From an optimization exercise on the open Yosys and OpenROAD flow, aimed at small area, a short achievable clock period and few clock cycles; shortcuts taken in it are not production practice. RTL that was checked went through simulation tests only; none was proved equivalent to the original. The clock port is modelled as an ideal driver, which makes a skipped or thinned clock tree look cheaper than it is; a real chip needs a root buffer or a tree. No activity file was given, so power comes from the tool's default toggle rates.

## v6
Design conv2d_3x3_lb, start of the top module:
module conv2d_3x3_lb #(
    parameter MAX_W = 16
)(
    input         clk,
    input         reset,
    input         start,
    input  [7:0]  base_a,
    input  [7:0]  base_b,
    input  [7:0]  base_c,
    input  [4:0]  tile_w,    
    input  [4:0]  tile_h,    
    output reg    busy,
    output reg    done,
    output            a_en,
    output            a_we,          
    output reg  [7:0] a_addr,
    output      [31:0] a_di,         
    input       [31:0] a_dout,
    output            b_en,
    output            b_we,          
    output reg  [7:0] b_addr,
    output      [31:0] b_di,         
    input       [31:0] b_dout,
    output            c_en,
    output            c_we,
    output reg  [7:0] c_addr,
    output reg [31:0] c_di,
    input       [31:0] c_dout        
);
Size in the first run: roughly 220 flip-flops, ~260 I/O pins, ~19,000 um2 of cells after synthesis.
Settings: LEC_CHECK=0, CAP_MARGIN=20, CORE_MARGIN=2, CORE_UTILIZATION=60, PLACE_DENSITY=0.7, SLEW_MARGIN=20, SYNTH_HIERARCHICAL=1, SYNTH_MINIMUM_KEEP_SIZE=0; clock period 15.0 ns.
standard.sh (not shown) runs the stock make flow with config.mk's settings and CLKGATE_MAP_FILE= SYNTH_SCRIPT=/design/flow/synth_recipe.tcl, a recipe that flattens the netlist after the stock synthesis.
==> flow/flow/run.sh <==
#!/bin/bash
# Standard ORFS layout (the standard.sh, unchanged synthesis), with
#  - timing repair aimed well below the clock period (SETUP_SLACK_MARGIN),
#  - plain buffers on the ports instead of delay buffers,
#  - one tie cell for the constant outputs,
#  - a two-level clock tree (see post_cts.tcl).
# Every tool's output is in standard.log and in orfs/logs/.
set -euo pipefail
here=$(pwd)
bash standard.sh \
  SETUP_SLACK_MARGIN=11 \
  BUFFER_PORTS_ARGS="-buffer_cell sky130_fd_sc_hd__buf_1" \
  SKIP_REPAIR_TIE_FANOUT=1 \
  CTS_ARGS="-sink_clustering_enable -repair_clock_nets -sink_clustering_size 30 -sink_clustering_max_diameter 150 -dont_use_dummy_load" \
  POST_CTS_TCL="$here/flow/post_cts.tcl" \
  finish > standard.log 2>&1
Other scripts of this flow, unchanged in this note and not shown: flow/flow/post_cts.tcl
For v7, these inputs were changed with respect to v6:
Settings: swapping 0.7 for 0.75 in PLACE_DENSITY.
Results
From v6 to v7 the numbers moved as follows: utilization stayed essentially flat, maximum single-stage delay on the critical path has decreased, slew of the pin with the lowest slew margin down 0.014 ns.
Compared with v6, in v7 via count saw an increase, post-route cell area saw little to no change, post-synthesis cell count saw little to no change.
Function was not checked in any run of this note: the RTL went through the layout flow alone.


Setup of before:
conv2d_3x3_lb, a different RTL version from the one above (not shown whole).
Size in the first run: ~1800 cells after synthesis, ~260 I/O pins.
export LEC_CHECK = 0
export CAP_MARGIN = 20
export CORE_MARGIN = 2
export CORE_UTILIZATION = 60
export PLACE_DENSITY = 0.75
export SLEW_MARGIN = 20
export SYNTH_HIERARCHICAL = 1
export SYNTH_MINIMUM_KEEP_SIZE = 0
create_clock -name core_clock -period 15.0 [get_ports {clk}]
==> flow/flow/run.sh <==
#!/bin/bash
# Standard ORFS layout (the standard.sh, unchanged synthesis), with
#  - timing repair aimed well below the clock period (SETUP_SLACK_MARGIN),
#  - plain buffers on the ports instead of delay buffers,
#  - one tie cell for the constant outputs,
#  - a two-level clock tree (see post_cts.tcl).
# Every tool's output is in standard.log and in orfs/logs/.
set -euo pipefail
here=$(pwd)
bash standard.sh \
  SETUP_SLACK_MARGIN=11 \
  BUFFER_PORTS_ARGS="-buffer_cell sky130_fd_sc_hd__buf_2" \
  SKIP_REPAIR_TIE_FANOUT=1 \
  CTS_ARGS="-sink_clustering_enable -repair_clock_nets -sink_clustering_size 30 -sink_clustering_max_diameter 150 -dont_use_dummy_load" \
  POST_CTS_TCL="$here/flow/post_cts.tcl" \
  finish > standard.log 2>&1
Other scripts of this flow, unchanged in this note and not shown: flow/flow/post_cts.tcl
Testbench counts of before, summed over its fixed seeds: cycles 205,773.
--- input diff before..after ---
- removing PLACE_DENSITY (formerly 0.75)
- changing CORE_UTILIZATION from 60 to 40
Notes after the runs:
- Side by side, total power turned out higher in after than in before.
- Against before as the reference, after delivers a lower number of cells on the critical path.
- after vs before, sum of routed wire segments on met1 went up by 19%.
- Taking after as 1.0, before lands at 0.65 on inserted tap cell count.


== build 61 ==
Another version of the RTL of conv2d_3x3_lb (not shown whole).
Size: roughly 1,800 cells after synthesis, about 220 flip-flops.
## conv2d_3x3_lb
module conv2d_3x3_lb #(
    parameter MAX_W = 16
)(
    input         clk,
    input         reset,
    input         start,
    input  [7:0]  base_a,
    input  [7:0]  base_b,
    input  [7:0]  base_c,
    input  [4:0]  tile_w,    
    input  [4:0]  tile_h,    
    output reg    busy,
    output reg    done,
    output            a_en,
    output            a_we,          
    output reg  [7:0] a_addr,
    output      [31:0] a_di,         
    input       [31:0] a_dout,
    output            b_en,
    output            b_we,          
    output reg  [7:0] b_addr,
    output      [31:0] b_di,         
    input       [31:0] b_dout,
    output            c_en,
    output            c_we,
    output reg  [7:0] c_addr,
    output reg [31:0] c_di,
    input       [31:0] c_dout        
);
clock: 15.0 ns
lec_check: 0
cap_margin: 20
core_margin: 2
core_utilization: 55
place_density: 0.7
slew_margin: 20
synth_hierarchical: 1
synth_minimum_keep_size: 0
Scripts as last shown in full above: flow/flow/run.sh
Other scripts of this flow, unchanged in this note and not shown: flow/flow/post_cts.tcl
Build 61: no failed stages, no open violations at the end
Testbench counts of build 61, summed over its fixed seeds: cycles 205,773.
For build 83, these inputs were changed with respect to build 61:
-- flow/flow/run.sh --
<<< build 61, line 9
here=$(pwd)
bash standard.sh \
  SETUP_SLACK_MARGIN=11 \
  BUFFER_PORTS_ARGS="-buffer_cell sky130_fd_sc_hd__buf_2" \
  SKIP_REPAIR_TIE_FANOUT=1 \
>>> build 83, line 9
here=$(pwd)
bash standard.sh \
  SETUP_SLACK_MARGIN=11.15 \
  BUFFER_PORTS_ARGS="-buffer_cell sky130_fd_sc_hd__buf_2" \
  SKIP_REPAIR_TIE_FANOUT=1 \
-- flow/config.mk --
<<< build 61, line 8
export CAP_MARGIN = 20
export CORE_MARGIN = 2
export CORE_UTILIZATION = 55
export PLACE_DENSITY = 0.7
export SLEW_MARGIN = 20
export SYNTH_HIERARCHICAL = 1
>>> build 83, line 8
export CAP_MARGIN = 20
export CORE_MARGIN = 2
export CORE_UTILIZATION = 60
export PLACE_DENSITY = 0.75
export SLEW_MARGIN = 20
export SYNTH_HIERARCHICAL = 1
Findings:
- Build 83 packs its core more tightly than build 61.
- Comparing build 83 and build 61, the higher total global-route track usage is on build 83.
- When build 83 is set beside build 61, its maximum fanout count along the critical path turns out to be 14 smaller.
- Comparing build 83 against build 61, there is no change at all in number of synthesized register bits.
- Against build 61, via count in build 83 came out worse.
- Build 61 -> build 83: routed wire length increased slightly
- Cmp build 83 vs build 61: number of fill cells in the layout lower in build 83
- Build 83 against build 61: fraction of power spent switching nets -0.45 points; maximum operating frequency climbed 2.3%; tapcell count has decreased; insertion delay to the later sink of the worst-skew pair barely changed.
For build 98, these inputs were changed with respect to build 83:
-- flow/flow/run.sh --
<<< build 83, line 9
here=$(pwd)
bash standard.sh \
  SETUP_SLACK_MARGIN=11.15 \
  BUFFER_PORTS_ARGS="-buffer_cell sky130_fd_sc_hd__buf_2" \
  SKIP_REPAIR_TIE_FANOUT=1 \
  CTS_ARGS="-sink_clustering_enable -repair_clock_nets -sink_clustering_size 30 -sink_clustering_max_diameter 150 -dont_use_dummy_load" \
>>> build 98, line 9
here=$(pwd)
bash standard.sh \
  SETUP_SLACK_MARGIN=11 \
  BUFFER_PORTS_ARGS="-buffer_cell sky130_fd_sc_hd__buf_1" \
  SKIP_REPAIR_TIE_FANOUT=1 \
  CTS_ARGS="-sink_clustering_enable -repair_clock_nets -sink_clustering_size 30 -sink_clustering_max_diameter 150 -dont_use_dummy_load" \
Results
Build 98 finished every step from synthesis to the final layout, and the layout passed the timing, design-rule and antenna checks. On build 98: global-route usage is 0.42 points lower than what build 83 gave. Row worst hold slack: build 98 lower / build 83 higher. Multi-input combinational cell area, build 83 and build 98, higher one = build 83. Post-route minimum period: build 98 > build 83. Routed wire length (higher): build 83. On internal power, build 83 loses to build 98.
## Diff of input files: build 35 against build 98
-- flow/flow/run.sh --
<<< build 98, line 10
bash standard.sh \
  SETUP_SLACK_MARGIN=11 \
  BUFFER_PORTS_ARGS="-buffer_cell sky130_fd_sc_hd__buf_1" \
  SKIP_REPAIR_TIE_FANOUT=1 \
  CTS_ARGS="-sink_clustering_enable -repair_clock_nets -sink_clustering_size 30 -sink_clustering_max_diameter 150 -dont_use_dummy_load" \
>>> build 35, line 10
bash standard.sh \
  SETUP_SLACK_MARGIN=11 \
  BUFFER_PORTS_ARGS="-buffer_cell sky130_fd_sc_hd__buf_2" \
  SKIP_REPAIR_TIE_FANOUT=1 \
  CTS_ARGS="-sink_clustering_enable -repair_clock_nets -sink_clustering_size 30 -sink_clustering_max_diameter 150 -dont_use_dummy_load" \
--- outcome ---
Cmp build 35 and build 98 / multi-input gate share of total cell area / higher: build 98
Build 35 and build 98 ended up with nearly the same overall power consumption.
Build 35 ended up with btwo[1] as its critical path startpoint; build 98 ended up with A_r[21].
Build 35 does worse than build 98 on leakage power.
Sequential standard cell area: build 98 vs build 35 — no meaningful difference
Total global routing track utilization essentially unchanged between build 98 and build 35.


Starting RTL as in the previous note.
// conv2d_3x3_lb
module conv2d_3x3_lb #(
    parameter MAX_W = 16
)(
    input         clk,
    input         reset,
    input         start,
    input  [7:0]  base_a,
    input  [7:0]  base_b,
    input  [7:0]  base_c,
    input  [4:0]  tile_w,    
    input  [4:0]  tile_h,    
    output reg    busy,
    output reg    done,
    output            a_en,
    output            a_we,          
    output reg  [7:0] a_addr,
    output      [31:0] a_di,         
    input       [31:0] a_dout,
    output            b_en,
    output            b_we,          
    output reg  [7:0] b_addr,
    output      [31:0] b_di,         
    input       [31:0] b_dout,
    output            c_en,
    output            c_we,
    output reg  [7:0] c_addr,
    output reg [31:0] c_di,
    input       [31:0] c_dout        
);
clock: 15.0 ns
lec_check: 0
abc_clock_period_in_ps: 3500
cap_margin: 20
core_margin: 2
core_utilization: 60
place_density: 0.75
slew_margin: 20
synth_hierarchical: 1
synth_minimum_keep_size: 0
==> flow/flow/run.sh <==
#!/bin/bash
# Standard ORFS layout (the standard.sh, unchanged synthesis), with
#  - timing repair aimed well below the clock period (SETUP_SLACK_MARGIN),
#  - plain buffers on the ports instead of delay buffers,
#  - one tie cell for the constant outputs,
#  - a two-level clock tree (see post_cts.tcl).
# Every tool's output is in standard.log and in orfs/logs/.
set -euo pipefail
here=$(pwd)
bash standard.sh \
  SETUP_SLACK_MARGIN=11 \
  BUFFER_PORTS_ARGS="-buffer_cell sky130_fd_sc_hd__buf_2" \
  SKIP_REPAIR_TIE_FANOUT=1 \
  CTS_ARGS="-sink_clustering_enable -repair_clock_nets -sink_clustering_size 30 -sink_clustering_max_diameter 150 -dont_use_dummy_load" \
  POST_CTS_TCL="$here/flow/post_cts.tcl" \
  finish > standard.log 2>&1
Other scripts of this flow, unchanged in this note and not shown: flow/flow/post_cts.tcl
The starting point produced a clean layout.
Testbench counts at the start, summed over its fixed seeds: cycles 205,773.
Change:
- ABC_CLOCK_PERIOD_IN_PS: 3500 -> not set
- CORE_UTILIZATION: 60 -> 65
- PLACE_DENSITY: 0.75 -> 0.8
=> Clock skew stays flat. Via count rose by 2.0%. Cell area fell by 0.37%. Area after synthesis stays the same. Cell count fell by 0.69%. Sequential cell count stays the same. Worst setup slack is worse by 0.088 ns. Die area fell by 7.5%. Maximum frequency fell by 2.2%. Wire length rose by 1.7%.

==> what the ideal ports hide <==
No port has a modelled driver above. Below, the same layouts with a new extraction and two added sets of constraints.
Step 1: set_driving_cell puts a clkbuf_16 on clk and a buf_2 on each other input, an assumption about the parent block.
Step 2 moves the port delays by t, midway between the first and last clock arrival at a register: inputs arrive t later, outputs are due t later. That takes back most of the time a late clock gives input paths.
a / b / c = ideal ports / drivers / drivers and shift; a / b = the first two.
| run | t (ns) | slack for setup (ns) | slew at the worst register clock pin (ns) |
|---|---|---|---|
| v6 | 0.413 | 11.117 / 11.067 / 10.823 | 0.11 / 0.11 |
| v7 | 0.413 | 11.130 / 11.074 / 10.865 | 0.12 / 0.12 |
| before | 0.403 | 11.042 / 10.988 / 10.694 | 0.11 / 0.11 |
| after | 0.426 | 11.062 / 10.970 / 10.734 | 0.12 / 0.12 |
| build 61 | 0.413 | 11.097 / 11.077 / 10.786 | 0.12 / 0.12 |
| build 83 | 0.410 | 11.184 / 11.068 / 10.928 | 0.12 / 0.12 |
| build 98 | 0.411 | 11.089 / 11.075 / 10.783 | 0.12 / 0.12 |
| build 35 | 0.410 | 11.101 / 11.077 / 10.826 | 0.12 / 0.12 |
| the first run of note 4 | 0.410 | 11.101 / 11.077 / 10.826 | 0.12 / 0.12 |
| the second run of note 4 | 0.393 | 11.013 / 11.013 / 10.836 | 0.11 / 0.11 |
After both steps setup and hold are still met in every run listed. The setup slack of before, which loses most, moves by -0.054 ns with the drivers and by -0.348 ns with both steps.
